This design comes from an exercise in tuning for small area and a short achievable clock period on the open sky130 flow, not from production work. RTL that was checked went through simulation tests only; none was proved equivalent to the original. The RTL of runs 2 to 7 was laid out without a check of its function.

## run.sh

```bash
#!/bin/bash
# synth_recipe.tcl (not shown) runs the flow's synth.tcl, then flattens the netlist and writes it again
# the make line also repeats each setting of config.mk as NAME=value (left out here)
make -C /OpenROAD-flow-scripts/flow DESIGN_CONFIG=/design/flow/config.mk WORK_HOME=/design/flow/orfs CLKGATE_MAP_FILE= SYNTH_SCRIPT=/design/flow/synth_recipe.tcl finish
```

## config.mk

```make
export PLATFORM = sky130hd
export DESIGN_NAME = fir_16tap
export DESIGN_NICKNAME = fir_16tap
export VERILOG_FILES = /design/flow/design.v
export SDC_FILE = /design/flow/constraint.sdc
export NUM_CORES = 4
export LEC_CHECK = 0
export CAP_MARGIN = 20
export CORE_MARGIN = 2
export CORE_UTILIZATION = 40
export SLEW_MARGIN = 20
```

## constraint.sdc

```tcl
create_clock -name core_clock -period 12.5 [get_ports {clk}]
set_input_delay 2.5000 -clock core_clock [delete_from_list [all_inputs] [get_ports {clk}]]
set_output_delay 2.5000 -clock core_clock [all_outputs]
set_load 0.01 [all_outputs]
```

## design.v

```verilog
module fir_16tap (
	input wire				clk,           
	input wire              rst,           
	input wire signed	[15:0]		xin,		 
	output wire signed	[35:0]		yout		 
);
wire signed [15:0]	x_n0,x_n1,x_n2,x_n3,x_n4,x_n5,x_n6,x_n7,x_n8,x_n9,x_n10,x_n11,x_n12,x_n13,x_n14,x_n15;
wire signed [31:0]	y0,y1,y2,y3,y4,y5,y6,y7,y8,y9,y10,y11,y12,y13,y14,y15;
wire signed [15:0] a0,a1,a2,a3,a4,a5,a6,a7,a8,a9,a10,a11,a12,a13,a14,a15;
assign	a0 = 16'd0;			 
assign	a1 = 16'd1;			 
assign	a2 = 16'd2;			 
assign	a3 = 16'd3;			 
assign	a4 = 16'd4;			 
assign	a5 = 16'd5;			 
assign	a6 = 16'd6;			 
assign	a7 = 16'd7;			 
assign	a8 = 16'd8;			 
assign	a9 = 16'd9;			 
assign	a10 = 16'd10;			 
assign	a11 = 16'd11;			 
assign	a12 = 16'd12;			 
assign	a13 = 16'd13;			 
assign	a14 = 16'd14;			 
assign	a15 = 16'd15;			 
assign x_n0=xin;
dff dff1(.rst(rst),.clk(clk),.d(x_n0[15:0]),.q(x_n1[15:0]));
dff dff2(.rst(rst),.clk(clk),.d(x_n1[15:0]),.q(x_n2[15:0]));
dff dff3(.rst(rst),.clk(clk),.d(x_n2[15:0]),.q(x_n3[15:0]));
dff dff4(.rst(rst),.clk(clk),.d(x_n3[15:0]),.q(x_n4[15:0]));
dff dff5(.rst(rst),.clk(clk),.d(x_n4[15:0]),.q(x_n5[15:0]));
dff dff6(.rst(rst),.clk(clk),.d(x_n5[15:0]),.q(x_n6[15:0]));
dff dff7(.rst(rst),.clk(clk),.d(x_n6[15:0]),.q(x_n7[15:0]));
dff dff8(.rst(rst),.clk(clk),.d(x_n7[15:0]),.q(x_n8[15:0]));
dff dff9(.rst(rst),.clk(clk),.d(x_n8[15:0]),.q(x_n9[15:0]));
dff dff10(.rst(rst),.clk(clk),.d(x_n9[15:0]),.q(x_n10[15:0]));
dff dff11(.rst(rst),.clk(clk),.d(x_n10[15:0]),.q(x_n11[15:0]));
dff dff12(.rst(rst),.clk(clk),.d(x_n11[15:0]),.q(x_n12[15:0]));
dff dff13(.rst(rst),.clk(clk),.d(x_n12[15:0]),.q(x_n13[15:0]));
dff dff14(.rst(rst),.clk(clk),.d(x_n13[15:0]),.q(x_n14[15:0]));
dff dff15(.rst(rst),.clk(clk),.d(x_n14[15:0]),.q(x_n15[15:0]));
assign y0=x_n0*a0;
assign y1=x_n1*a1;
assign y2=x_n2*a2;
assign y3=x_n3*a3;
assign y4=x_n4*a4;
assign y5=x_n5*a5;
assign y6=x_n6*a6;
assign y7=x_n7*a7;
assign y8=x_n8*a8;
assign y9=x_n9*a9;
assign y10=x_n10*a10;
assign y11=x_n11*a11;
assign y12=x_n12*a12;
assign y13=x_n13*a13;
assign y14=x_n14*a14;
assign y15=x_n15*a15;
assign yout=y0+y1+y2+y3+y4+y5+y6+y7+y8+y9+y10+y11+y12+y13+y14+y15;
endmodule
module dff (
	input		rst,		 
	input		clk,		 
	input		[15:0]		d,
	output reg	[15:0] 		q
);  
always @ (posedge clk) begin
	if (rst)
		q <= 0;  
    else
		q <= d;
end
endmodule  
```

==> summary.txt, run 1 <==
Setup path
  – CP max stage delay: 620 ps
  – CP required: 10000 ps
  – Worst r2r src: dff11.q[15]
  – R2R depth: 2
  – CP max FO: 6
  – CP Launch Type: flop
  – CP max stage cell: fa_1
  – Most used cell, CP: fa_1
  – CP Data Arrival Time: 9680 ps
  – Critical Path Sink Type: output pin
  – Setup Crit Path Kind: flop to output pin
  – R2R Setup Slk: 11510 ps
  – Reg2reg end: dff12.q[15]

Synth
  – Complex-gate fraction of the synthesized area: around 5.6%
  – Cell area after synthesis: around 26000 um^2
  – Post-synth ARST share: 0%
  – Mux share of post-synthesis cell area: 0.195%
  – Primary FF master, synth: dfxtp_1
  – Simple-Gate Fraction of Synth Area: 7.86%
  – Post-Synth Adder-Cell Area: 53.0%
  – Xor/xnor share of the synthesized area: 2.49%
  – Post-synth EDFFs: 0
  – Yosys warns: 1
  – Synth Register Bits: 240
  – Largest family of logic cells by synthesized area: adder cells
  – Synth cell types: 63
  – Mapped Cells: 2553
  – Post-synth net total: 3375
  – Sequential share of the synthesized area: 18.7%
  – Synthesized area per cell: 10.0 um^2

STA
  – Slew @ Worst Pin: 1050 ps
  – Peak Freq: 82.1 MHz
  – Final Hold Fails: 0
  – Period minus WS final: 12180 ps
  – Final setup fails: 0
  – Worst Skew: 23.8 ps
  – Max-slew violations: 0
  – Total negative setup slack: 0 ps
  – Hold Worst Slack: 447 ps
  – Relative slew margins: 30.0%
  – Crit share post-route: 97.4%

Outcome
  – Status: timing/DRC/antenna clean

Global routing
  – Initial antenna violation count: 0
  – First-pass GRT wire length: 97400 um
  – Largest net degree at the start of global routing: 87
  – Vias in the first global route: 18000
  – GRT Overall Usage: about a fifth
  – Grt ovf: 0

Detailed routing
  – 1st-iter DRT viols: 579
  – DRT Pass-1 Iters: 5
  – WL/cell: 17.1 um
  – WL final: approximately 60000 um
  – Vias post-DR: 16000
  – Post-DRT Antenna Nets: 0
  – Vias/cell: 4.60
  – # DRC: 0

Floorplanning
  – Total core area: 63200 um^2
  – Die height: 257 um
  – Starting Density: just over 40%
  – Die X: 257 um
  – Number of placement rows: 92
  – Die area: 66200 um^2
  – Top Ports: 54

Placement
  – Gp weighted congestion: 0.853
  – Port Buf Inserts: 53
  – Detailed Place HPWL: 51100 um

Clock tree
  – Clock root cell: clkbuf_16
  – H-tree depth: 1
  – CTS max path bufs: 3
  – Hold_buf cts: 0
  – Clock Pin Slew Worst Setup and Hold Paths: 70 ps
  – Latest clock arrival within the worst-skew pair: 590 ps
  – CTS tree: done
  – TritonCTS Buffers: 30
  – Clk sink count: 240

Worst hold path
  – Hold endpoint: dff9.q[14]
  – Worst hold path class: flop to flop
  – Min-delay src: dff8.q[14]
  – Hold path depth: 2

Flow run
  – Max-cap violations: 0

Cells and area
  – Share of cells above drive strength 1: 4.62%
  – # fillers: 5992
  – Most frequent cells in the layout: inv_1 (789), fa_1 (470), ha_1 (324)
  – ANT cells: 0
  – Layout Utilization: 45.1%
  – Nets: 3438
  – Area Overhead vs Synth: 11.0%
  – Most common cell after layout, fill and taps aside: inv_1
[flip-flops by register name, summed over array words and instances (netlist names)]
name,count
dff1.q,16
dff10.q,16
dff11.q,16
dff12.q,16
dff13.q,16
dff14.q,16
dff15.q,16
dff2.q,16
dff3.q,16
dff4.q,16
dff5.q,16
dff6.q,16
dff7.q,16
dff8.q,16
dff9.q,16
[worst max path at each step]
stage | from | to | slack, ps | depth (start not counted)
floorplan | dff14.q[2] | yout[32] | 1340 | 35
global placement | dff14.q[2] | yout[32] | 300 | 35
detailed placement | dff14.q[3] | yout[35] | 210 | 35
CTS | dff14.q[2] | yout[23] | 20 | 35
global route | dff14.q[1] | yout[30] | -10 | 34
finish | dff12.q[1] | yout[30] | 320 | 33
[synthesized netlist by cell type, drive strengths merged (3+ instances only)]
library cell,instances,area share (%)
xor2,23,0.79
nand2,29,0.42
a221oi,3,0.10
ha,333,16
and4,3,0.10
a21boi,3,0.088
nor2b,155,3.8
or3,3,0.073
o31ai,7,0.28
o21ai,39,0.78
a21o,26,0.76
nand3,7,0.14
o22ai,5,0.12
clkbuf,30,0.44
fa,471,37
a21oi,55,1.1
o31a,3,0.10
o21a,16,0.47
o21bai,4,0.12
and3,6,0.15
o211ai,6,0.18
xnor2,50,1.7
nand2b,13,0.32
nor3,17,0.33
nor2,152,2.2
inv,789,12
a211oi,12,0.39
buf,6,0.18
nand4,5,0.12
dfxtp,240,19
a31oi,6,0.15
o311ai,3,0.13
mux2i,5,0.20
[cell type report]
type / count / area (um^2) / share of cell area (%)
well taps: 846 / 1060 / 3.72
flip-flops and latches: 240 / 4810 / 16.9
repair buffers: 67 / 639 / 2.24
inverters: 789 / 2960 / 10.4
clock buffers: 34 / 817 / 2.87
clock inverters: 21 / 199 / 0.698
multi-input cells: 1488 / 18000 / 63.2
[stage by stage]
stage / worst slack, ps / instance area, um^2 / std cells
2_1_floorplan: 1340 / 25700 / 2553
3_3_place_gp: 301 / 27100 / 3424
3_5_place_dp: 212 / 27100 / 3424
4_1_cts: 20.9 / 28300 / 3484
5_1_grt: -13.5 / 28500 / 3485
6_report: 323 / 28500 / 3485
[per-layer routing]
layer / vias up / part of all wire [%] / track usage [%]
li1: 7701 / - / -
met1: 8007 / 41 / 23.2
met2: 210 / 53 / 34.8
met3: 97 / 2.3 / 2.00
met4: 0 / 3.8 / 6.20
met5: - / 0 / 0
[what timing repair did]
item | CTS | global route
pin swaps | 7 | 19
endpoints found under the hold margin | 0 | 0
resized for setup | 30 | 42
endpoints found under the setup margin | 15 | 21
setup buffers | 5 | 1
[cell families (layout without fill, tap and decap cells)]
kind of cell,count (synthesis),in the layout
AOI/OAI and AO/OA,209,209
xor gates and xnor gates,73,73
adders and majority gates,804,804
buffers and inverters,825,911
DFF,240,240
muxes,5,5
and+or+nand+nor,397,397
[critical path, delay by kind of cell (launching register included)]
family	cells	cell delay [ps]
simple gates	2	230
flops	1	330
fa+ha+maj	12	5150
compound gates	10	2430
buf+inv	9	960
==> inputs of run 2 (changes only) <==
==> design.v (replaced) <==
module fir_16tap (
	input  wire               clk,
	input  wire               rst,
	input  wire signed [15:0] xin,
	output wire signed [35:0] yout
);
reg signed [15:0] d [1:14];      
reg signed [15:0] x15;           
reg signed [22:0] y;
reg signed [19:0] w;
reg        [3:0]  cnt;           
wire              v14 = &cnt[3:1];
wire signed [15:0] x14m = v14 ? d[14] : 16'sd0;
integer k;
always @(posedge clk) begin
	d[1] <= xin;
	for (k = 2; k <= 14; k = k + 1)
		d[k] <= d[k-1];
end
always @(posedge clk) begin
	if (rst) begin
		cnt <= 4'd0;
		x15 <= 16'sd0;
		y   <= 23'sd0;
		w   <= 20'sd0;
	end else begin
		if (cnt != 4'd15)
			cnt <= cnt + 4'd1;
		x15 <= x14m;
		y   <= y + w - 23'sd15 * x15 + xin;
		w   <= w - x14m + xin;
	end
end
assign yout = y;
endmodule
==> run 2 against run 1 <==
First-iteration DRC count is 36% lower; clock skew is 8.2 ps lower; count of clock-buffer cells in the layout is 6 higher; wire length is 66% lower; register-to-register slack worse by 3600 ps; synthesized cell count is 59% lower; sequential share of layout area is 25 points higher; non-clock buffer count is 13 lower; maximum frequency is 83% higher; largest cell class is now sequential cells; highest routed layer unchanged.
==> summary.txt, run 2 <==
Synth
  – Post-synth EDFFs: 0 (unchanged)
  – Count leader, synth: dfxtp_1
  – Cell area after synthesis: 11900 um^2 (-54%)
  – Post-synth ARST share: 0% (unchanged)
  – Post-synth net total: 1252 (-63%)
  – Primary FF master, synth: dfxtp_1
  – Synth Register Bits: 287 (+20%)
  – Synth cell types: 50 (-21%)
  – Synth area leader: dfxtp_1
  – Post-synth top area share: 48.5% (+12 points)
  – Mapped Cells: 1051 (-59%)
  – Synthesized area per cell: 11.3 um^2 (+12%)
  – Yosys warns: 2 (+1)
  – Synth top cells by count: dfxtp_1 (287), inv_1 (226), fa_1 (109), ha_1 (74), nor2_1 (62)
  – Sequential share of the synthesized area: 48.5% (+30 points)
  – Synth top area cells: dfxtp_1 (48%), fa_1 (18%), ha_1 (7.8%)

Cells and area
  – Max reg flops: 224
  – Largest regs: d x224, y x23, w x20
  – Nets: 1309 (-62%)
  – Multi-input logic area: 5090 um^2 (-72%)
  – Largest Register: d
  – Final non-filler cell total: 1521 (-56%)
  – Most common cell after layout, fill and taps aside: dfxtp_1
  – Area Overhead vs Synth: 16.0%
  – # fillers: 2691 (-55%)
  – Most frequent cells in the layout: dfxtp_1 (287), inv_1 (226), fa_1 (109)
  – Register area: 5750 um^2 (+20%)
  – Share of cells above drive strength 1: 5.31% (+0.68 points)
  – ANT cells: 0 (unchanged)

Setup path
  – CP Launch Type: primary input
  – Worst-path cell chain: clkdlybuf4s50_1 > fa_1 > fa_1 > fa_1 > inv_1 > fa_1 > inv_1 > ha_1 > a21oi_1 > o21ai_0 > a21boi_0 > o21ai_0 > a41oi_1 > mux2_2
  – CP max stage cell: clkdlybuf4s50_1
  – Setup Crit Path Kind: primary input to flop
  – R2R Setup Slk: 7870 ps (-3640 ps)
  – Critical Path Sink Type: flop
  – CP Data Arrival Time: 7100 ps (-2580 ps)
  – CP max stage delay: 950 ps (+330 ps)
  – Most used cell, CP: fa_1
  – CP required: 12950 ps (+2950 ps)
  – CP max FO: 11 (+5)

Clock tree
  – Latest clock arrival within the worst-skew pair: 570 ps (-20 ps)
  – CTS max path bufs: 3 (unchanged)
  – Postcts setup bufs: 0 (-5)
  – CTS tree: done
  – Clock Pin Slew Worst Setup and Hold Paths: 60 ps (about the same)
  – Clk sink count: 287 (+20%)
  – Gates resized, CTS repair: 0 (-100%)
  – Clock root cell: clkbuf_16
  – TritonCTS Buffers: 30 (unchanged)
  – Hold_buf cts: 0 (unchanged)
  – H-tree depth: 1 (unchanged)

Detailed routing
  – Vias/cell: 4.38 (-4.8%)
  – Post-DRT Antenna Nets: 0 (unchanged)
  – Vias post-DR: 6655 (-58%)
  – WL/cell: 13.3 um (-22%)
  – DRT Pass-1 Iters: 4 (-1)
  – 1st-iter DRT viols: 373 (-36%)
  – WL final: 20300 um (-66%)
  – # DRC: 0 (unchanged)

Global routing
  – GRT Overall Usage: 13.9% (-5.1 points)
  – Vias in the first global route: 6995 (-61%)
  – First-pass GRT wire length: 34800 um (-64%)
  – Largest net degree at the start of global routing: 70 (-20%)
  – Initial antenna violation count: 0 (unchanged)
  – Grt ovf: 0 (unchanged)

Floorplanning
  – Die X: 176 um (-32%)
  – Total core area: 29400 um^2 (-53%)
  – Top Ports: 54 (unchanged)
  – Starting Density: 40.3% (-0.28 points)
  – Die height: 176 um (-32%)
  – Die area: 31000 um^2 (-53%)
  – Number of placement rows: 63 (-32%)

STA
  – Final Hold Fails: 0 (unchanged)
  – Relative slew margins: 43.3% (+13 points)
  – Crit share post-route: 53.2% (-44 points)
  – Total negative setup slack: 0 ps (unchanged)
  – RSZ-0062 raised after global routing: no
  – Max-slew violations: 0 (unchanged)
  – Worst Skew: 15.5 ps (-8.24 ps)
  – Slew @ Worst Pin: 850 ps (-199 ps)
  – Final setup fails: 0 (unchanged)
  – Period minus WS final: 6650 ps (-5530 ps)
  – Peak Freq: 150 MHz (+83%)

Outcome
  – Status: timing/DRC/antenna clean

Placement
  – Detailed Place HPWL: 14900 um (-71%)
  – Gp weighted congestion: 0.825 (-3.3%)
  – Port Buf Inserts: 53 (unchanged)
  – Inst Count DP: 1466 (-57%)

Worst hold path
  – Worst hold path class: flop to flop

Flow run
  – Max-cap violations: 0 (unchanged)
run 2: cell count changes after synthesis, moves of 20 or more:
cell / before / now
a21oi_1: 53 / 33
dfxtp_1: 240 / 287
fa_1: 471 / 109
ha_1: 333 / 74
inv_1: 789 / 226
nor2_1: 152 / 62
nor2b_1: 155 / 26
xnor2_1: 50 / 18
run 2: worst max-delay path, delay by kind of cell:
| kind | cells | cell delay [ps] |
|---|---|---|
| buffers and inverters | 3 | 1040 |
| multiplexers | 1 | 350 |
| AO/OA/AOI/OAI | 5 | 800 |
| adder cells (fa/ha/maj) | 5 | 2420 |
run 2: kinds of logic after synthesis:
logic type               Yosys count  share of synthesized area (%)
flip-flops                       287                           48.5
buffers and inverters            255                           8.55
multiplexers                       6                          0.538
AO/OA/AOI/OAI                    107                           6.08
AND/OR/NAND/NOR                  173                           7.18
XOR/XNOR                          40                           2.96
adder cells (fa/ha/maj)          183                           26.2
run 2: cell type report:
class                   count  share of cell area [%]
clock buffers              40                    6.02
flip-flops and latches    287                    41.8
well taps                 390                    3.55
multi-input cells         509                    37.0
clock inverters            15                    1.56
inverters                 226                    6.17
repair buffers             54                    3.88
run 2: per-stage QoR:
stage,util [%],area (um^2),setup WS [ps],hold WS (ps)
floorplan,-,11900,6060,310
global placement,43.2,12700,5270,311
detailed placement,43.2,12700,5200,312
CTS,46.8,13800,5810,320
global route,46.8,13800,5520,325
finish,46.8,13800,5850,318
run 2: layer usage:
layer	global-route usage, %	vias to the layer above	share of wire [%]
met5	0	-	0
met4	4.79	0	3.2
met3	2.52	43	4.2
met2	21.5	99	43
met1	19.8	3189	50
li1	-	3324	-
run 2: path summary, 6_finish.rpt:
path	startpoint	to	cells after the start
max reg2reg	x15[6]	y[20]	15
min reg2reg	d[5][3]	d[6][3]	0
max	xin[15]	y[20]	14
min	d[5][3]	d[6][3]	0
==> inputs of run 3 (changes only) <==
==> design.v (replaced) <==
module fir_16tap (
	input  wire               clk,
	input  wire               rst,
	input  wire signed [15:0] xin,
	output wire signed [35:0] yout
);
reg signed [15:0] d [1:15];      
reg signed [22:0] y;
reg signed [19:0] s;
reg        [3:0]  cnt;           
wire               v15  = &cnt;
wire signed [15:0] x15m = v15 ? d[15] : 16'sd0;
wire signed [19:0] a = s - x15m;
wire signed [22:0] b = y + s - $signed({x15m, 4'd0});
wire signed [19:0] s_n;
wire signed [22:0] y_n;
fir_add #(.N(20)) u_adds (.a(a), .x(xin), .s(s_n));
fir_add #(.N(23)) u_addy (.a(b), .x(xin), .s(y_n));
integer k;
always @(posedge clk) begin
	d[1] <= xin;
	for (k = 2; k <= 15; k = k + 1)
		d[k] <= d[k-1];
end
always @(posedge clk) begin
	if (rst) begin
		cnt <= 4'd0;
		y   <= 23'sd0;
		s   <= 20'sd0;
	end else begin
		if (!v15)
			cnt <= cnt + 4'd1;
		y   <= y_n;
		s   <= s_n;
	end
end
assign yout = y;
endmodule
module fir_add #(parameter N = 20) (
	input  wire signed [N-1:0] a,
	input  wire signed [15:0]  x,
	output wire signed [N-1:0] s
);
assign s = a + x;
endmodule
==> run 3 against run 2 <==
Sequential share of layout area up 6.4 points; cell area fell by 13%; highest routed layer unchanged; largest cell class unchanged; critical endpoint is now y[21]; critical path type unchanged; synthesized cell count is 15% lower; synthesized area decreased by 15%; still clean on timing, DRC and antenna; cell count decreased by 14%; via count decreased by 16%; non-clock buffer count is the same; wire length fell by 18%.
==> summary.txt, run 3 <==
Synth
  – Synthesized area per cell: 11.3 um^2 (+0.12%)
  – Yosys warns: 2 (unchanged)
  – Sequential share of the synthesized area: 56.9% (+8.4 points)
  – Xor/xnor share of the synthesized area: 3.29% (+0.34 points)
  – Mux share of post-synthesis cell area: 0.718% (+0.18 points)
  – Mapped Cells: 895 (-15%)
  – Largest family of logic cells by synthesized area: adder cells
  – Post-synth net total: 1018 (-19%)
  – Synth top cells by count: dfxtp_1 (287), inv_1 (182), nor2_1 (62), fa_1 (59)
  – Post-Synth Adder-Cell Area: 17.4% (-8.8 points)
  – Complex-gate fraction of the synthesized area: 6.71% (+0.63 points)
  – Cell area after synthesis: 10100 um^2 (-15%)
  – Post-synth EDFFs: 0 (unchanged)
  – Post-synth ARST share: 0% (unchanged)
  – Synth Register Bits: 287 (unchanged)
  – Primary FF master, synth: dfxtp_1
  – Count leader, synth: dfxtp_1
  – Post-synth top area share: 56.9% (+8.4 points)
  – Synth area leader: dfxtp_1
  – Simple-Gate Fraction of Synth Area: 6.82% (-0.36 points)
  – Synth cell types: 51 (+2.0%)
  – Synth top area cells: dfxtp_1 (57%), fa_1 (12%), inv_1 (6.8%)

Clock tree
  – Clock Pin Slew Worst Setup and Hold Paths: 70 ps (about the same)
  – H-tree depth: 1 (unchanged)
  – CTS max path bufs: 3 (unchanged)
  – Gates resized, CTS repair: 0 (unchanged)
  – Hold_buf cts: 0 (unchanged)
  – CTS tree: done
  – Postcts setup bufs: 0 (unchanged)
  – Latest clock arrival within the worst-skew pair: 550 ps (-20 ps)
  – TritonCTS Buffers: 28 (-6.7%)
  – Clk sink count: 287 (unchanged)
  – Clock root cell: clkbuf_16

STA
  – Worst Skew: 27.1 ps (+11.5 ps)
  – Final setup fails: 0 (unchanged)
  – Worst setup margin: 7260 ps (+1410 ps)
  – Final Hold Fails: 0 (unchanged)
  – Peak Freq: 191 MHz (+27%)
  – Slew @ Worst Pin: 969 ps (+118 ps)
  – Total negative setup slack: 0 ps (unchanged)
  – Max-slew violations: 0 (unchanged)
  – RSZ-0062 raised after global routing: no
  – Crit share post-route: 41.9% (-11 points)
  – Period minus WS final: 5240 ps (-1410 ps)
  – Relative slew margins: 35.4% (-7.9 points)
  – Hold Worst Slack: 306 ps (-12.6 ps)

Detailed routing
  – WL final: 16700 um (-18%)
  – 1st-iter DRT viols: 263 (-29%)
  – DRT Pass-1 Iters: 4 (unchanged)
  – WL/cell: 12.8 um (-4.0%)
  – Vias post-DR: 5591 (-16%)
  – Met2 WL: 7180 um (-17%)
  – Top Layer Used: met4
  – Metal3 WL: 756 um (-11%)
  – Met1 wire length: 8390 um (-17%)
  – Post-DRT Antenna Nets: 0 (unchanged)
  – # DRC: 0 (unchanged)
  – Vias/cell: 4.29 (-2.0%)

Cells and area
  – Most common cell after layout, fill and taps aside: dfxtp_1
  – Largest Register: d
  – Max reg flops: 240 (+7.1%)
  – Largest regs: d x240, y x23, s x20
  – Share of cells above drive strength 1: 6.57% (+1.3 points)
  – Post-route design area: 11900 um^2 (-13%)
  – Most frequent cells in the layout: dfxtp_1 (287), inv_1 (182), nor2_1 (62)
  – Area Overhead vs Synth: 18.0%
  – ANT cells: 0 (unchanged)
  – Nets: 1076 (-18%)

Floorplanning
  – Starting Density: 40.5% (+0.17 points)
  – Die height: 163 um (-7.5%)
  – Number of placement rows: 58 (-7.9%)
  – Die area: 26600 um^2 (-14%)
  – Die X: 163 um (-7.5%)
  – Top Ports: 54 (unchanged)
  – Total core area: 25000 um^2 (-15%)

Placement
  – Detailed Place HPWL: 11900 um (-20%)
  – Gp weighted congestion: 0.840 (+1.8%)
  – Post-Place Setup Slack: 6690 ps (+1490 ps)
  – DP Area: 10900 um^2 (-14%)
  – Port Buf Inserts: 53 (unchanged)

Setup path
  – CP max stage delay: 470 ps (-480 ps)
  – CP Launch Type: primary input
  – CP required: 12910 ps (-40 ps)
  – Most used cell, CP: inv_1
  – CP max FO: 3 (-8)
  – Worst-path cell chain: clkdlybuf4s50_1 > inv_1 > fa_1 > inv_1 > ha_1 > inv_1 > fa_1 > nand2b_1 > a21oi_1 > nor2b_1 > o21ai_1 > a21oi_1 > o31ai_1 > mux2_2
  – Setup Crit Path Kind: primary input to flop
  – CP max stage cell: clkdlybuf4s50_1
  – Critical Path Sink Type: flop
  – CP Data Arrival Time: 5660 ps (-1440 ps)
  – Critical path buffers and inverters: 4 (+1)
  – CP delay by family, top: adder cells

Global routing
  – Grt ovf: 0 (unchanged)
  – Initial antenna violation count: 0 (unchanged)
  – Vias in the first global route: 5840 (-17%)
  – GRT Overall Usage: 13.4% (-0.49 points)
  – Largest net degree at the start of global routing: 55 (-21%)
  – First-pass GRT wire length: 28600 um (-18%)

Worst hold path
  – Worst hold path class: flop to flop

Outcome
  – Status: timing/DRC/antenna clean

Flow run
  – Max-cap violations: 0 (unchanged)
## run 3: path summary, 6_finish.rpt
kind	startpoint	endpoint	slack, ps	cells past startpoint
setup / recovery	xin[0]	y[21]	7260	14
hold reg to reg	d[12][1]	d[13][1]	310	0
setup reg to reg	cnt[0]	y[22]	7590	15
hold / removal	d[12][1]	d[13][1]	310	0
## run 3: cells by family after synthesis
| kind of cell | after synthesis |
|---|---|
| multiplexers | 7 |
| buffers and inverters | 208 |
| AND/OR/NAND/NOR | 153 |
| XOR/XNOR | 38 |
| flip-flops | 287 |
| adder cells (fa/ha/maj) | 105 |
| AO/OA/AOI/OAI | 97 |
## run 3: worst reg2reg max path: cells and delay by family (launching register included)
kind / cells / cell delay, ps
xor+xnor: 1 / 190
flops: 1 / 390
fa+ha+maj: 4 / 1610
buf+inv: 2 / 90
simple gates: 3 / 1130
compound gates: 5 / 1360
## run 3: metrics by stage
stage | cells | utilization [%]
floorplan | 895 | -
global placement | 1252 | 43.6
detailed placement | 1252 | 43.6
CTS | 1303 | 47.7
global route | 1304 | 47.8
finish | 1304 | 47.8
## run 3: cell type report
cell class              count  area, um^2
repair buffers             54         553
well taps                 330         413
inverters                 182         683
fillers                  2323       13000
clock buffers              33         749
clock inverters            18         255
flip-flops and latches    287        5750
multi-input cells         400        3530
## run 3: routing by layer
layer,track usage (%),vias to the layer above
li1,-,2866
met5,0,-
met3,2.60,31
met4,3.66,0
met2,21.6,86
met1,18.6,2608
==> inputs of run 4 (changes only) <==
--- a/config.mk
+++ b/config.mk
@@ -9,3 +9,4 @@
 export CORE_MARGIN = 2
 export CORE_UTILIZATION = 40
 export SLEW_MARGIN = 20
+export SYNTH_HIERARCHICAL = 1
==> run 4 against run 3 <==
Still clean; highest routed layer unchanged; synthesized cell count is 24% higher; cell area is 12% higher.
==> summary.txt, run 4 <==
Placement
  – Port Buf Inserts: 53 (unchanged)
  – Detailed Place HPWL: 16700 um (+40%)
  – DP Area: 12300 um^2 (+13%)
  – Post-Place Setup Slack: 6920 ps (+225 ps)
  – Gp weighted congestion: 0.880 (+4.8%)
  – Inst Count DP: 1515 (+21%)

Global routing
  – Vias in the first global route: 7206 (+23%)
  – First-pass GRT wire length: 36500 um (+28%)
  – Largest net degree at the start of global routing: 48 (-13%)
  – GRT Overall Usage: 15.0% (+1.5 points)
  – Initial antenna violation count: 0 (unchanged)
  – Grt ovf: 0 (unchanged)

Setup path
  – CP Data Arrival Time: 6020 ps (+360 ps)
  – Worst-path cell chain: ha_1 > and3_1 > nand2_1 > inv_1 > fa_1 > inv_1 > ha_1 > a21o_1 > or3_1 > o21a_1 > a211oi_1 > or3b_2 > nand3_1 > ha_1 > and3_1 > a221o_2 > a21oi_4 > o211ai_1 > a31oi_1 > xnor2_1 > nor2b_1
  – CP max FO: 17 (+14)
  – Most used cell, CP: ha_1
  – Setup Crit Path Kind: flop to flop
  – R2R depth: 21 (+6)
  – CP required: 12880 ps (-30 ps)
  – R2R Setup Slk: 6860 ps (-730 ps)
  – CP max stage delay: 670 ps (+200 ps)
  – Setup crit end: y[22]
  – CP Launch Type: flop
  – Worst r2r src: cnt[0]
  – CP startpoint: cnt[0]
  – CP max stage cell: and3_1
  – Critical Path Sink Type: flop
  – Reg2reg end: y[22]

Clock tree
  – TritonCTS Buffers: 30 (+7.1%)
  – Clk sink count: 287 (unchanged)
  – Clock Pin Slew Worst Setup and Hold Paths: 60 ps (about the same)
  – CTS max path bufs: 3 (unchanged)
  – Latest clock arrival within the worst-skew pair: 560 ps (about the same)
  – H-tree depth: 1 (unchanged)
  – Hold_buf cts: 0 (unchanged)
  – Postcts setup bufs: 0 (unchanged)
  – CTS tree: done
  – Gates resized, CTS repair: 0 (unchanged)
  – Clock root cell: clkbuf_16

Cells and area
  – Final non-filler cell total: 1569 (+20%)
  – Post-route design area: 13400 um^2 (+12%)
  – Share of cells above drive strength 1: 7.09% (+0.52 points)
  – # fillers: 2700 (+16%)
  – Most frequent cells in the layout: dfxtp_1 (287), inv_1 (116), ha_1 (86)
  – Area Overhead vs Synth: 16.4%
  – Largest regs: d x240, y x23, s x20
  – ANT cells: 0 (unchanged)
  – Max reg flops: 240 (unchanged)
  – Largest Register: d
  – Nets: 1288 (+20%)
  – Most common cell after layout, fill and taps aside: dfxtp_1

STA
  – Crit share post-route: 45.1% (+3.2 points)
  – Max-slew violations: 0 (unchanged)
  – Final setup fails: 0 (unchanged)
  – RSZ-0062 raised after global routing: no
  – Period minus WS final: 5640 ps (+397 ps)
  – Peak Freq: 177 MHz (-7.0%)
  – Hold Worst Slack: 320 ps (+13.9 ps)
  – Worst Skew: 35.3 ps (+8.17 ps)
  – Slew @ Worst Pin: 994 ps (+25.6 ps)
  – Worst setup margin: 6860 ps (-397 ps)
  – Final Hold Fails: 0 (unchanged)
  – Total negative setup slack: 0 ps (unchanged)
  – Relative slew margins: 33.7% (-1.7 points)

Floorplanning
  – Number of placement rows: 62 (+6.9%)
  – Top Ports: 54 (unchanged)
  – Die X: 173 um (+6.4%)
  – Total core area: 28500 um^2 (+14%)
  – Starting Density: 40.3% (-0.14 points)
  – Die area: 30100 um^2 (+13%)
  – Die height: 173 um (+6.4%)

Outcome
  – Status: timing/DRC/antenna clean

Synth
  – Mapped Cells: 1109 (+24%)
  – Primary FF master, synth: dfxtp_1
  – Post-Synth Adder-Cell Area: 13.0% (-4.4 points)
  – Post-synth ARST share: 0% (unchanged)
  – Yosys warns: 8 (+6)
  – Synth area leader: dfxtp_1
  – Post-synth net total: 1234 (+21%)
  – Complex-gate fraction of the synthesized area: 14.8% (+8.1 points)
  – Xor/xnor share of the synthesized area: 5.03% (+1.7 points)
  – Cell area after synthesis: 11500 um^2 (+14%)
  – Post-synth EDFFs: 0 (unchanged)
  – Largest family of logic cells by synthesized area: compound AO/OA/AOI/OAI gates
  – Mux share of post-synthesis cell area: 0.305% (-0.41 points)
  – Synthesized area per cell: 10.4 um^2 (-8.3%)
  – Synth top area cells: dfxtp_1 (50%), ha_1 (9.4%), inv_1 (3.8%)
  – Simple-Gate Fraction of Synth Area: 11.5% (+4.7 points)
  – Sequential share of the synthesized area: 50.0% (-6.8 points)
  – Post-synth top area share: 50.0% (-6.8 points)
  – Synth Register Bits: 287 (unchanged)
  – Synth cell types: 85 (+67%)
  – Synth top cells by count: dfxtp_1 (287), inv_1 (116), ha_1 (86), a21oi_1 (73), nand2_1 (66)
  – Count leader, synth: dfxtp_1

Flow run
  – Max-cap violations: 0 (unchanged)

Worst hold path
  – Worst hold path class: flop to flop

Detailed routing
  – DRT Pass-1 Iters: 5 (+1)
  – Vias/cell: 4.88 (+14%)
  – 1st-iter DRT viols: 361 (+37%)
  – Post-DRT Antenna Nets: 0 (unchanged)
  – WL final: 22300 um (+34%)
  – Vias post-DR: 7650 (+37%)
  – WL/cell: 14.2 um (+11%)
  – # DRC: 0 (unchanged)
run 4: cell count changes after synthesis, moves of 9 or more:
cell	delta
o21ai_0	+27
nor2b_1	+44
nand3_1	+11
nor2_1	-12
nor3_1	+9
a21o_1	+15
ha_1	+40
fa_1	-38
xnor2_1	+25
o21a_1	+10
nand2_1	+20
a21oi_1	+36
inv_1	-66
run 4: worst max-delay path, delay by kind of cell (launching register included):
family | cells | cell delay [ps]
AOI/OAI and AO/OA | 7 | 1630
xor gates and xnor gates | 1 | 70
DFF | 1 | 390
and+or+nand+nor | 7 | 1840
buffers and inverters | 2 | 170
adders and majority gates | 4 | 1380
run 4: routing by layer:
layer | global-route usage, % | up-vias | wire [um]
met5 | 0 | - | 0
met4 | 5.37 | 0 | 743
met3 | 2.72 | 36 | 1240
met2 | 22.7 | 202 | 9340
met1 | 21.3 | 3538 | 11000
li1 | - | 3874 | -
run 4: cell families (layout without fill, tap and decap cells):
group,after synthesis,in the layout
flip-flops,287,287
AND/OR/NAND/NOR,256,256
AO/OA/AOI/OAI,242,242
buffers and inverters,148,224
adder cells (fa/ha/maj),107,107
XOR/XNOR,66,66
multiplexers,3,3
run 4: stage by stage:
| stage | util (%) |
|---|---|
| 5_1_grt | 46.9 |
| 6_report | 46.9 |
| 4_1_cts | 46.9 |
| 3_3_place_gp | 43.3 |
| 2_1_floorplan | - |
| 3_5_place_dp | 43.3 |
run 4: worst min-delay path by stage:
stage	from	to	slack, ps	depth (start not counted)
final	d[9][7]	d[10][7]	320	0
after floorplan	d[9][0]	d[10][0]	310	0
after global routing	d[9][7]	d[10][7]	330	0
after global placement	d[12][7]	d[13][7]	310	0
after CTS	d[9][7]	d[10][7]	320	0
after detailed placement	d[9][7]	d[10][7]	310	0
run 4: cell type report:
type	count	area [um^2]	share of cell area, %
multi-input cells	674	5130	38.4
inverters	116	435	3.26
clock inverters	18	241	1.81
repair buffers	54	533	3.99
clock buffers	36	803	6.01
flip-flops and latches	287	5750	43.0
well taps	384	480	3.59
==> inputs of run 5 (changes only) <==
==> design.v (replaced) <==
module fir_16tap (
	input  wire               clk,
	input  wire               rst,
	input  wire signed [15:0] xin,
	output wire signed [35:0] yout
);
reg  [15:0] d [1:14];            
reg  [15:0] m;                   
reg  [22:0] y;
reg  [22:0] u;
reg  [3:0]  cnt;                 
wire [22:0] mx = {{7{m[15]}}, m};
wire [22:0] b  = {y[21:0], 1'b0} - u - {mx[18:0], 4'd0};
wire [22:0] y_n;
fir_add u_add (.a(b), .x(xin), .s(y_n));
integer k;
always @(posedge clk) begin
	d[1] <= xin;
	for (k = 2; k <= 14; k = k + 1)
		d[k] <= d[k-1];
end
always @(posedge clk) begin
	if (rst || !(&cnt[3:1]))
		m <= 16'd0;
	else
		m <= d[14];
end
always @(posedge clk) begin
	if (rst) begin
		cnt <= 4'd0;
		y   <= 23'd0;
		u   <= 23'd0;
	end else begin
		if (!(&cnt))
			cnt <= cnt + 4'd1;
		y   <= y_n;
		u   <= y - {mx[18:0], 4'd0} + mx;
	end
end
assign yout = {{13{y[22]}}, y};
endmodule
module fir_add (
	input  wire [22:0] a,
	input  wire [15:0] x,
	output wire [22:0] s
);
assign s = a + {{7{x[15]}}, x};
endmodule
==> run 5 against run 4 <==
Still clean on timing, DRC and antenna; die area down 6.3%; flip-flop and latch count is 3 higher; synthesized cell count down 14%; register-to-register slack improved by 940 ps; global-route usage is 1.0 points lower; critical path type unchanged; largest cell class unchanged.
==> summary.txt, run 5 <==
Detailed routing
  – # DRC: 0 (unchanged)
  – Post-DRT Antenna Nets: 0 (unchanged)
  – WL final: 19600 um (-12%)
  – 1st-iter DRT viols: 334 (-7.5%)
  – Vias/cell: 4.73 (-3.0%)
  – Vias post-DR: 6484 (-15%)
  – DRT Pass-1 Iters: 5 (unchanged)
  – WL/cell: 14.3 um (+0.39%)

Synth
  – Primary FF master, synth: dfxtp_1
  – Synth Register Bits: 290 (+1.0%)
  – Post-synth top area share: 54.1% (+4.0 points)
  – Post-synth EDFFs: 0 (unchanged)
  – Sequential share of the synthesized area: 54.1% (+4.0 points)
  – Mapped Cells: 958 (-14%)
  – Synth area leader: dfxtp_1
  – Yosys warns: 8 (unchanged)
  – Post-synth ARST share: 0% (unchanged)
  – Cell area after synthesis: 10700 um^2 (-6.5%)
  – Count leader, synth: dfxtp_1
  – Synth cell types: 63 (-26%)
  – Synth top cells by count: dfxtp_1 (290), inv_1 (112), ha_1 (72), a21oi_1 (52), nor2_1 (47)
  – Synthesized area per cell: 11.2 um^2 (+8.2%)
  – Post-synth net total: 1083 (-12%)
  – Synth top area cells: dfxtp_1 (54%), ha_1 (8.4%), fa_1 (6.5%)

Setup path
  – R2R depth: 18 (-14%)
  – Critical Path Sink Type: flop
  – CP startpoint: m[4]
  – CP Data Arrival Time: 5150 ps (-870 ps)
  – Worst r2r src: m[4]
  – Reg2reg end: y[21]
  – CP max FO: 5 (-12)
  – Setup Crit Path Kind: flop to flop
  – CP Launch Type: flop
  – CP required: 12960 ps (+80 ps)
  – R2R Setup Slk: 7800 ps (+940 ps)

Cells and area
  – Nets: 1140 (-11%)
  – Most common cell after layout, fill and taps aside: dfxtp_1
  – # fillers: 2407 (-11%)
  – Largest Register: d
  – Largest regs: d x224, u x23, y x23
  – Share of cells above drive strength 1: 7.53% (+0.44 points)
  – Area Overhead vs Synth: 16.3% (about the same)
  – ANT cells: 0 (unchanged)
  – Max reg flops: 224 (-6.7%)
  – Most frequent cells in the layout: dfxtp_1 (290), inv_1 (112), ha_1 (72)

Clock tree
  – H-tree depth: 1 (unchanged)
  – Postcts setup bufs: 0 (unchanged)
  – Clk sink count: 290 (+1.0%)
  – TritonCTS Buffers: 28 (-6.7%)
  – CTS max path bufs: 3 (unchanged)
  – Gates resized, CTS repair: 0 (unchanged)
  – Clock Pin Slew Worst Setup and Hold Paths: 60 ps (about the same)
  – Latest clock arrival within the worst-skew pair: 540 ps (-20 ps)
  – Clock root cell: clkbuf_16
  – Hold_buf cts: 0 (unchanged)
  – CTS tree: done

Floorplanning
  – Number of placement rows: 59 (-4.8%)
  – Die X: 168 um (-3.2%)
  – Die area: 28200 um^2 (-6.3%)
  – Die height: 168 um (-3.2%)
  – Top Ports: 54 (unchanged)
  – Starting Density: 41.0% (+0.64 points)
  – Total core area: 26200 um^2 (-8.0%)

STA
  – Final setup fails: 0 (unchanged)
  – Crit share post-route: 37.6% (-7.5 points)
  – Total negative setup slack: 0 ps (unchanged)
  – Slew @ Worst Pin: 737 ps (-258 ps)
  – Final Hold Fails: 0 (unchanged)
  – RSZ-0062 raised after global routing: no
  – Relative slew margins: 50.8% (+17 points)
  – Worst Skew: 27.0 ps (-8.23 ps)
  – Period minus WS final: 4700 ps (-942 ps)
  – Max-slew violations: 0 (unchanged)
  – Peak Freq: 213 MHz (+20%)

Global routing
  – Initial antenna violation count: 0 (unchanged)
  – Grt ovf: 0 (unchanged)
  – GRT Overall Usage: 13.9% (-1.0 points)
  – Vias in the first global route: 6319 (-12%)
  – First-pass GRT wire length: 31700 um (-13%)
  – Largest net degree at the start of global routing: 56 (+17%)

Worst hold path
  – Hold endpoint: d[6][8]
  – Worst hold path class: flop to flop
  – Min-delay src: d[5][8]
  – Hold path depth: 0 (unchanged)

Placement
  – Gp weighted congestion: 0.819 (-6.9%)
  – Detailed Place HPWL: 14500 um (-14%)
  – Port Buf Inserts: 53 (unchanged)

Outcome
  – Status: timing/DRC/antenna clean

Flow run
  – Max-cap violations: 0 (unchanged)
## run 5: cell types whose count changed in the layout (fill, tap and decap cells not counted), sizes merged, moves of 7 or more
cell	previous run	this run
a21oi	74	53
and2	5	19
fa	21	35
ha	86	72
nand2	66	29
nand3	18	11
nor2b	55	33
o21ai	48	32
## run 5: worst max-delay path by stage
| stage | cells past startpoint | endpoint |
|---|---|---|
| 2_1_floorplan | 10 | y[20] |
| 3_3_place_gp | 11 | y[16] |
| 3_5_place_dp | 11 | y[20] |
| 4_1_cts | 18 | y[21] |
| 5_1_grt | 17 | y[21] |
| 6_report | 18 | y[21] |
## run 5: cell families after synthesis
group / Yosys count / share of synthesized area [%]
adders and majority gates: 107 / 14.9
muxes: 5 / 0.513
buffers and inverters: 139 / 5.32
DFF: 290 / 54.1
xor gates and xnor gates: 59 / 4.81
and+or+nand+nor: 181 / 8.83
AOI/OAI and AO/OA: 177 / 11.5
## run 5: cell type report
class                           instances  area, um^2  area share, %
Sequential cell                       290        5810           46.5
Clock buffer                           37         805           6.44
Timing Repair Buffer                   54         533           4.27
Tap cell                              335         419           3.36
Multi-Input combinational cell        529        4360           34.9
Inverter                              112         420           3.37
Clock inverter                         14         149           1.19
## run 5: per-module statistics from Yosys (local to each module, per instance)
| module | flops+latches | area (um^2) | copies in the design | cells |
|---|---|---|---|---|
| fir_16tap | 290 | 9570 | 1 | 804 |
| fir_add | 0 | 1170 | 1 | 154 |
## run 5: per-stage QoR
step | setup slack [ps] | area, um^2 | hold WS, ps | utilization [%] | cells
CTS | 7840 | 12500 | 324 | 47.7 | 1371
global route | 7480 | 12500 | 328 | 47.7 | 1371
floorplan | 8090 | 10700 | 310 | - | 958
detailed placement | 7290 | 11500 | 312 | 44.0 | 1320
global placement | 7330 | 11500 | 310 | 44.0 | 1320
finish | 7800 | 12500 | 323 | 47.7 | 1371
## run 5: metal layers
layer	vias to the layer above	GRT usage, %	wire, um
met5	-	0	0
met4	0	4.05	359
met3	31	2.56	910
met2	124	22.4	8630
met1	3050	19.2	9690
li1	3279	-	-
## run 5: critical path, stage by stage (launching register included)
cell,delay [ps]
dfxtp_1,360
inv_1,110
fa_1,500
ha_1,390
a21oi_1,110
a31oi_1,550
a2111oi_2,80
o31ai_1,380
nor2b_1,220
nand2b_1,130
xor2_1,250
ha_1,290
nand3_1,100
nor2_1,260
nand2_1,100
nor4b_1,340
o2bb2ai_1,130
a41oi_1,150
nor2b_1,140
==> inputs of run 6 (changes only) <==
==> flow/run.sh (new file) <==
#!/bin/bash
# The standard layout, with a tighter setup target for timing repair, small
# port buffers and no dummy clock loads.  make's output goes to make.log.
set -euo pipefail
bash standard.sh \
  SETUP_SLACK_MARGIN=9.0 \
  "BUFFER_PORTS_ARGS=-buffer_cell sky130_fd_sc_hd__buf_2" \
  "CTS_ARGS=-sink_clustering_enable -repair_clock_nets -dont_use_dummy_load" \
  finish > make.log 2>&1
==> standard.sh (new file) <==
#!/bin/bash
# synth_recipe.tcl (not shown) runs the flow's synth.tcl, then flattens the netlist and writes it again
# the make line also repeats each setting of config.mk as NAME=value (left out here)
make -C /OpenROAD-flow-scripts/flow DESIGN_CONFIG=/design/flow/config.mk WORK_HOME=/design/flow/orfs CLKGATE_MAP_FILE= SYNTH_SCRIPT=/design/flow/synth_recipe.tcl "${@:-finish}"
removed: run.sh
==> run 6 against run 5 <==
Still clean; via count is 3.1% higher; global-route usage is 1.2 points higher; core utilization is 4.1 points higher; clock skew is 12 ps higher; critical path depth stayed put.
==> summary.txt, run 6 <==
Synth
  – Synth top area cells: dfxtp_1 (54%), ha_1 (8.4%), fa_1 (6.5%)
  – Cell area after synthesis: 10700 um^2 (unchanged)
  – Synth top cells by count: dfxtp_1 (290), inv_1 (112), ha_1 (72), a21oi_1 (52), nor2_1 (47)
  – Count leader, synth: dfxtp_1
  – Post-synth top area share: 54.1% (unchanged)
  – Mapped Cells: 958 (unchanged)
  – Synth cell types: 63 (unchanged)
  – Post-synth ARST share: 0% (unchanged)
  – Post-synth net total: 1083 (unchanged)
  – Primary FF master, synth: dfxtp_1
  – Post-synth EDFFs: 0 (unchanged)
  – Sequential share of the synthesized area: 54.1% (unchanged)
  – Yosys warns: 8 (unchanged)
  – Synth area leader: dfxtp_1
  – Synth Register Bits: 290 (unchanged)
  – Synthesized area per cell: 11.2 um^2 (unchanged)

STA
  – RSZ-0062 raised after global routing: yes
  – Worst Skew: 38.9 ps (+11.9 ps)
  – Slew @ Worst Pin: 706 ps (-31.2 ps)
  – Final setup fails: 0 (unchanged)
  – Peak Freq: 244 MHz (+15%)
  – Max-slew violations: 0 (unchanged)
  – Crit share post-route: 32.7% (-4.9 points)
  – Total negative setup slack: 0 ps (unchanged)
  – Hold Worst Slack: 301 ps (-22.2 ps)
  – Period minus WS final: 4090 ps (-606 ps)
  – Final Hold Fails: 0 (unchanged)
  – Relative slew margins: 52.7% (+1.8 points)

Global routing
  – Global route hottest layer: met2
  – GR Layer Usage met2: 24.5% (+2.1 points)
  – Grt ovf: 0 (unchanged)
  – Met1 Use GR: 20.1% (+0.91 points)
  – GR Util met3: 2.94% (+0.38 points)
  – First-pass GRT wire length: 34400 um (+8.6%)
  – GRT Overall Usage: 15.2% (+1.2 points)
  – Vias in the first global route: 6670 (+5.6%)
  – Largest net degree at the start of global routing: 56 (unchanged)
  – Initial antenna violation count: 0 (unchanged)

Setup path
  – Critical Path Sink Type: flop
  – CP Launch Type: flop
  – CP required: 12940 ps (-20 ps)
  – Critical path buffers and inverters: 1 (unchanged)
  – Setup Crit Path Kind: flop to flop
  – CP Data Arrival Time: 4540 ps (-610 ps)
  – CP max FO: 7 (+2)
  – CP max stage cell: fa_1
  – Worst-path cell chain: inv_1 > fa_1 > ha_4 > a21oi_1 > o21ai_2 > a32oi_4 > a31oi_1 > o31ai_1 > nor2b_2 > xnor2_1 > ha_2 > nand3_2 > nor2_4 > nand2_2 > nor4b_2 > o2bb2ai_1 > a41oi_1 > nor2b_1
  – CP max stage delay: 580 ps (+30 ps)
  – CP delay by family, top: adder cells

Clock tree
  – Clock Pin Slew Worst Setup and Hold Paths: 60 ps (about the same)
  – Clk sink count: 290 (unchanged)
  – Hold_buf cts: 0 (unchanged)
  – H-tree depth: 1 (unchanged)
  – CTS max path bufs: 3 (unchanged)
  – Clock root cell: clkbuf_16
  – CTS tree: done
  – Latest clock arrival within the worst-skew pair: 550 ps (about the same)
  – TritonCTS Buffers: 29 (+3.6%)

Detailed routing
  – Vias post-DR: 6684 (+3.1%)
  – WL final: 21200 um (+8.0%)
  – Post-DRT Antenna Nets: 0 (unchanged)
  – DRT Pass-1 Iters: 6 (+1)
  – 1st-iter DRT viols: 238 (-29%)
  – WL/cell: 15.1 um (+5.4%)
  – Vias/cell: 4.76 (+0.66%)
  – # DRC: 0 (unchanged)

Cells and area
  – Most frequent cells in the layout: dfxtp_1 (259), inv_1 (108), buf_4 (51)
  – Nets: 1196 (+4.9%)
  – Area Overhead vs Synth: 26.4%
  – # fillers: 2195 (-8.8%)
  – Final non-filler cell total: 1404 (+2.4%)
  – Register area: 5880 um^2 (+1.4%)
  – ANT cells: 0 (unchanged)
  – Max reg flops: 224 (unchanged)
  – Multi-input logic area: 5210 um^2 (+20%)
  – Share of cells above drive strength 1: 27.9% (+20 points)
  – Largest Register: d
  – Largest regs: d x224, u x23, y x23
  – Most common cell after layout, fill and taps aside: dfxtp_1

Floorplanning
  – Starting Density: 41.0% (unchanged)
  – Die X: 168 um (unchanged)
  – Number of placement rows: 59 (unchanged)
  – Die height: 168 um (unchanged)
  – Die area: 28200 um^2 (unchanged)
  – Top Ports: 54 (unchanged)
  – Total core area: 26200 um^2 (unchanged)

Placement
  – Port Buf Inserts: 53 (unchanged)
  – Detailed Place HPWL: 14700 um (+1.5%)
  – Inst Count DP: 1320 (unchanged)
  – Gp weighted congestion: 0.875 (+6.8%)

Outcome
  – Status: timing/DRC/antenna clean

Worst hold path
  – Worst hold path class: flop to flop

Flow run
  – Max-cap violations: 0 (unchanged)
-- run 6: cell counts after synthesis --
No cell type changed its count.
-- run 6: path summary, 6_finish.rpt --
kind	from	endpoint	slack, ps	depth (start not counted)
worst max register to register	m[6]	y[21]	8410	18
worst min-delay path	d[3][12]	d[4][12]	300	0
worst min register to register	d[3][12]	d[4][12]	300	0
worst max-delay path	m[6]	y[21]	8410	18
-- run 6: kinds of logic after synthesis --
family	after synthesis	synth area share (%)
AOI/OAI and AO/OA	177	11.5
xor gates and xnor gates	59	4.81
adders and majority gates	107	14.9
buffers and inverters	139	5.32
DFF	290	54.1
muxes	5	0.513
and+or+nand+nor	181	8.83
-- run 6: cell type report --
class                           instances  area share, %
Sequential cell                       290           43.4
Multi-Input combinational cell        529           38.4
Timing Repair Buffer                  109           6.68
Clock buffer                           29           5.35
Inverter                              112           3.10
Tap cell                              335           3.09
-- run 6: metrics by stage --
stage | util (%) | area, um^2 | worst slack (ps)
after floorplan | - | 11000 | 8290
after global placement | 44.0 | 11500 | 7980
after detailed placement | 44.0 | 11500 | 7950
after CTS | 49.9 | 13100 | 8490
after global routing | 51.8 | 13600 | 8270
final | 51.8 | 13600 | 8410
-- run 6: worst register-to-register path: stages, from the launching register on --
cell and delay [ps]:
dfxtp_2 350, inv_1 100, fa_1 580, ha_4 260
a21oi_1 180, o21ai_2 110, a32oi_4 240, a31oi_1 130
o31ai_1 230, nor2b_2 200, xnor2_1 90, ha_2 410
nand3_2 140, nor2_4 170, nand2_2 70, nor4b_2 270
o2bb2ai_1 110, a41oi_1 200, nor2b_1 150
-- run 6: repair_timing --
| item | in CTS | in global routing |
|---|---|---|
| pin swaps | 38 | 39 |
| endpoints found under the setup margin | 68 | 53 |
| resized for setup | 132 | 60 |
| buffers inserted | 31 | 24 |
-- run 6: modules after synthesis, one instance, submodules excluded --
module | copies in the design | area [um^2] | flip-flops and latches | cells inside
fir_16tap | 1 | 9570 | 290 | 804
fir_add | 1 | 1170 | 0 | 154
-- run 6: per-layer routing --
layer | vias up | wire length (um)
met5 | - | 0
met4 | 0 | 735
met3 | 52 | 947
met2 | 118 | 9590
met1 | 3148 | 9880
li1 | 3366 | -
==> inputs of run 7 (changes only) <==
==> design.v (replaced) <==
module fir_16tap (
	input  wire               clk,
	input  wire               rst,
	input  wire signed [15:0] xin,
	output wire signed [35:0] yout
);
reg  [15:0] d [1:14];            
reg  [15:0] m;                   
reg  [22:0] y;
reg  [22:0] v;
reg  [3:0]  cnt;                 
wire        mv = &cnt[3:1];      
wire [15:0] mn = mv ? d[14] : 16'd0;
wire [22:0] b;
wire [22:0] y_n;
fir_add2 u_b   (.a({y[21:0], 1'b0}), .b(v), .s(b));
fir_addx u_add (.a(b), .x(xin), .s(y_n));
integer k;
always @(posedge clk) begin
	d[1] <= xin;
	for (k = 2; k <= 14; k = k + 1)
		d[k] <= d[k-1];
end
always @(posedge clk) begin
	if (rst) begin
		cnt <= 4'd0;
		m   <= 16'd0;
		y   <= 23'd0;
		v   <= 23'd0;
	end else begin
		if (!(&cnt))
			cnt <= cnt + 4'd1;
		m   <= mn;
		y   <= y_n;
		v   <= {{3{m[15]}}, m, 4'd0} - {{7{m[15]}}, m} - y - {{3{mn[15]}}, mn, 4'd0};
	end
end
assign yout = {{13{y[22]}}, y};
endmodule
module fir_add2 (
	input  wire [22:0] a,
	input  wire [22:0] b,
	output wire [22:0] s
);
assign s = a + b;
endmodule
module fir_addx (
	input  wire [22:0] a,
	input  wire [15:0] x,
	output wire [22:0] s
);
assign s = a + {{7{x[15]}}, x};
endmodule
--- a/flow/run.sh
+++ b/flow/run.sh
@@ -3,7 +3,7 @@
 # port buffers and no dummy clock loads.  make's output goes to make.log.
 set -euo pipefail
 bash standard.sh \
-  SETUP_SLACK_MARGIN=9.0 \
+  SETUP_SLACK_MARGIN=8.8 \
   "BUFFER_PORTS_ARGS=-buffer_cell sky130_fd_sc_hd__buf_2" \
   "CTS_ARGS=-sink_clustering_enable -repair_clock_nets -dont_use_dummy_load" \
   finish > make.log 2>&1
==> run 7 against run 6 <==
Critical path depth is 4 lower; worst hold slack got worse by 19 ps; critical path type unchanged; critical endpoint is now v[21].
==> summary.txt, run 7 <==
Clock tree
  – Clock Pin Slew Worst Setup and Hold Paths: 60 ps (about the same)
  – CTS tree: done
  – Latest clock arrival within the worst-skew pair: 550 ps (about the same)
  – H-tree depth: 1 (unchanged)
  – Clock root cell: clkbuf_16
  – CTS max path bufs: 3 (unchanged)
  – Clk sink count: 290 (unchanged)
  – TritonCTS Buffers: 29 (unchanged)

Detailed routing
  – 1st-iter DRT viols: 244 (+2.5%)
  – # DRC: 0 (unchanged)
  – Post-DRT Antenna Nets: 0 (unchanged)
  – DRT Pass-1 Iters: 5 (-1)
  – WL/cell: 15.2 um (+1.2%)
  – Vias/cell: 4.86 (+2.1%)
  – Vias post-DR: 7429 (+11%)
  – WL final: 23300 um (+10%)

Floorplanning
  – Die height: 173 um (+2.8%)
  – Number of placement rows: 61 (+3.4%)
  – Total core area: 27900 um^2 (+6.3%)
  – Die X: 173 um (+2.8%)
  – Die area: 29800 um^2 (+5.6%)
  – Top Ports: 54 (unchanged)
  – Starting Density: 40.8% (-0.20 points)

Cells and area
  – Most frequent cells in the layout: dfxtp_1 (276), nor2_1 (67), nand2_1 (58)
  – Largest regs: d x224, v x23, y x23
  – Nets: 1275 (+6.6%)
  – Register area: 5830 um^2 (-0.91%)
  – Largest Register: d
  – Area Overhead vs Synth: 24.7%
  – ANT cells: 0 (unchanged)
  – Max reg flops: 224 (unchanged)
  – Share of cells above drive strength 1: 27.7% (-0.14 points)
  – Most common cell after layout, fill and taps aside: dfxtp_1
  – Multi-input logic area: 6210 um^2 (+19%)
  – # fillers: 2449 (+12%)

Setup path
  – CP Launch Type: flop
  – Setup Crit Path Kind: flop to flop
  – Worst r2r src: m[4]
  – R2R Setup Slk: 8550 ps (+140 ps)
  – Reg2reg end: v[21]
  – Critical Path Sink Type: flop
  – CP Data Arrival Time: 4330 ps (-210 ps)
  – R2R depth: 14 (-4)
  – CP required: 12880 ps (-60 ps)
  – CP max FO: 5 (-2)

Synth
  – Yosys warns: 8 (unchanged)
  – Post-synth EDFFs: 0 (unchanged)
  – Post-synth net total: 1175 (+8.5%)
  – Cell area after synthesis: 11400 um^2 (+5.8%)
  – Synth Register Bits: 290 (unchanged)
  – Mapped Cells: 1052 (+9.8%)
  – Sequential share of the synthesized area: 51.1% (-3.0 points)
  – Synth area leader: dfxtp_1
  – Post-synth ARST share: 0% (unchanged)
  – Synth cell types: 76 (+21%)
  – Synth top area cells: dfxtp_1 (51%), ha_1 (9.3%), fa_1 (3.7%)
  – Primary FF master, synth: dfxtp_1
  – Count leader, synth: dfxtp_1
  – Synth top cells by count: dfxtp_1 (290), ha_1 (84), nor2_1 (74), a21oi_1 (65), nand2_1 (62)
  – Post-synth top area share: 51.1% (-3.0 points)
  – Synthesized area per cell: 10.8 um^2 (-3.7%)

STA
  – Final Hold Fails: 0 (unchanged)
  – Period minus WS final: 3950 ps (-139 ps)
  – Final setup fails: 0 (unchanged)
  – Relative slew margins: 44.2% (-8.5 points)
  – Slew @ Worst Pin: 837 ps (+131 ps)
  – Peak Freq: 253 MHz (+3.5%)
  – RSZ-0062 raised after global routing: yes
  – Worst Skew: 51.0 ps (+12.0 ps)
  – Total negative setup slack: 0 ps (unchanged)
  – Max-slew violations: 0 (unchanged)
  – Crit share post-route: 31.6% (-1.1 points)

Global routing
  – Initial antenna violation count: 0 (unchanged)
  – First-pass GRT wire length: 37400 um (+8.9%)
  – Vias in the first global route: 7497 (+12%)
  – GRT Overall Usage: 15.3% (+0.16 points)
  – Grt ovf: 0 (unchanged)
  – Largest net degree at the start of global routing: 74 (+32%)

Placement
  – Detailed Place HPWL: 16400 um (+12%)
  – Port Buf Inserts: 53 (unchanged)
  – Gp weighted congestion: 0.853 (-2.5%)

Flow run
  – Max-cap violations: 0 (unchanged)

Worst hold path
  – Min-delay src: d[6][9]
  – Hold endpoint: d[7][9]
  – Worst hold path class: flop to flop
  – Hold path depth: 0 (unchanged)

Outcome
  – Status: timing/DRC/antenna clean
[run 7: critical path, cell delays in order (launching register included)]
cell and delay [ps]:
dfxtp_2 330, inv_2 50, ha_4 240, and4bb_2 250
o2111ai_4 290, a21oi_2 130, o21a_1 210, nor2_2 150
xnor2_2 140, fa_1 480, ha_4 190, or4_4 470
o21ba_4 240, a211oi_2 250, mux2_1 340
[run 7: final cells by class]
| type | instances | area share, % |
|---|---|---|
| Timing Repair Buffer | 103 | 4.99 |
| Sequential cell | 290 | 41.2 |
| Tap cell | 378 | 3.34 |
| Multi-Input combinational cell | 670 | 43.9 |
| Clock buffer | 29 | 5.12 |
| Inverter | 58 | 1.54 |
[run 7: how the worst max path moves through the flow]
stage               startpoint  endpoint  slack [ps]  cells after the start
floorplan               xin[0]     y[16]        8290                     10
global placement        xin[0]     y[16]        7960                     11
detailed placement      xin[0]     y[16]        7960                     11
CTS                       m[4]     v[21]        8580                     16
global route              m[4]     v[21]        8450                     14
finish                    m[4]     v[21]        8550                     14
[run 7: repair_timing]
action / CTS / global route
gates resized for setup: 86 / 78
setup endpoints to repair: 38 / 43
hold buffers: 0 / 0
pin swaps: 52 / 60
hold endpoints to repair: 0 / 0
setup buffers: 19 / 30
[run 7: cells by family (layout without fill, tap and decap cells)]
group | after synthesis | after routing | synth area share, %
and+or+nand+nor | 257 | 257 | 11.3
other | 1 | 1 | 0.0330
xor gates and xnor gates | 70 | 70 | 5.40
buffers and inverters | 92 | 190 | 3.68
muxes | 8 | 8 | 0.771
DFF | 290 | 290 | 51.1
AOI/OAI and AO/OA | 229 | 229 | 14.7
adders and majority gates | 105 | 105 | 13.0
[run 7: layer usage]
layer  up-vias  wire length (um)  track usage [%]  share of wire, %
met4         0               622             5.63               2.7
met1      3470             11100             20.5                48
met3        40               873             2.19               3.7
met2       131             10700             25.2                46
li1       3788                 -                -                 -
met5         -                 0                0                 0
[run 7: per-module statistics from Yosys, one instance, submodules excluded]
module     flops+latches  copies in the design
fir_16tap            290                     1
fir_add2               0                     1
fir_addx               0                     1
[run 7: per-stage QoR]
step                worst slack (ps)  instances  cell area (um^2)  utilization [%]  hold WS (ps)
finish                          8550       1528             14200             50.9           281
global route                    8450       1528             14200             50.9           293
CTS                             8580       1498             13600             48.7           289
detailed placement              7960       1450             12300             44.1           312
global placement                7960       1450             12300             44.1           310
floorplan                       8290       1052             11700                -           310

separate check: timing with driven ports:
The flow's constraints put no driver on any port. The routed layouts listed below were extracted and timed again, unchanged, in two steps.
Step 1: set_driving_cell puts a clkbuf_16 on clk and a buf_2 on each other input, an assumption about the parent block.
Step 2 adds t to the input delays and takes it off the output delays; t is the mean of the earliest and latest rising clock arrival at the registers after step 1. Input paths then give back, and output paths get back, about the clock's delay inside the block.
a / b / c = no drivers / after step 1 / after step 2; a / b = the first two.
run	t, ns	setup slack, ns	hold slack, ns	worst setup path after step 2	slew at the worst register clock pin (ns)
run 1	0.635	0.323 / 0.265 / 0.900	0.447 / 0.447 / 0.447	register to output	0.07 / 0.07
run 2	0.607	5.848 / 5.875 / 5.268	0.318 / 0.318 / 0.318	input to register	0.07 / 0.07
run 3	0.582	7.257 / 7.282 / 6.700	0.306 / 0.306 / 0.306	input to register	0.07 / 0.07
run 4	0.591	6.860 / 6.860 / 6.860	0.320 / 0.320 / 0.320	register to register	0.06 / 0.06
run 5	0.576	7.802 / 7.802 / 7.281	0.323 / 0.323 / 0.323	input to register	0.07 / 0.07
run 6	0.577	8.408 / 8.408 / 7.985	0.301 / 0.301 / 0.301	input to register	0.06 / 0.06
run 7	0.568	8.547 / 8.547 / 8.017	0.281 / 0.281 / 0.281	input to register	0.06 / 0.06
After both steps setup and hold are still met in every run listed. The setup slack of run 2, which loses most, moves by +0.027 ns with the drivers and by -0.580 ns with both steps.
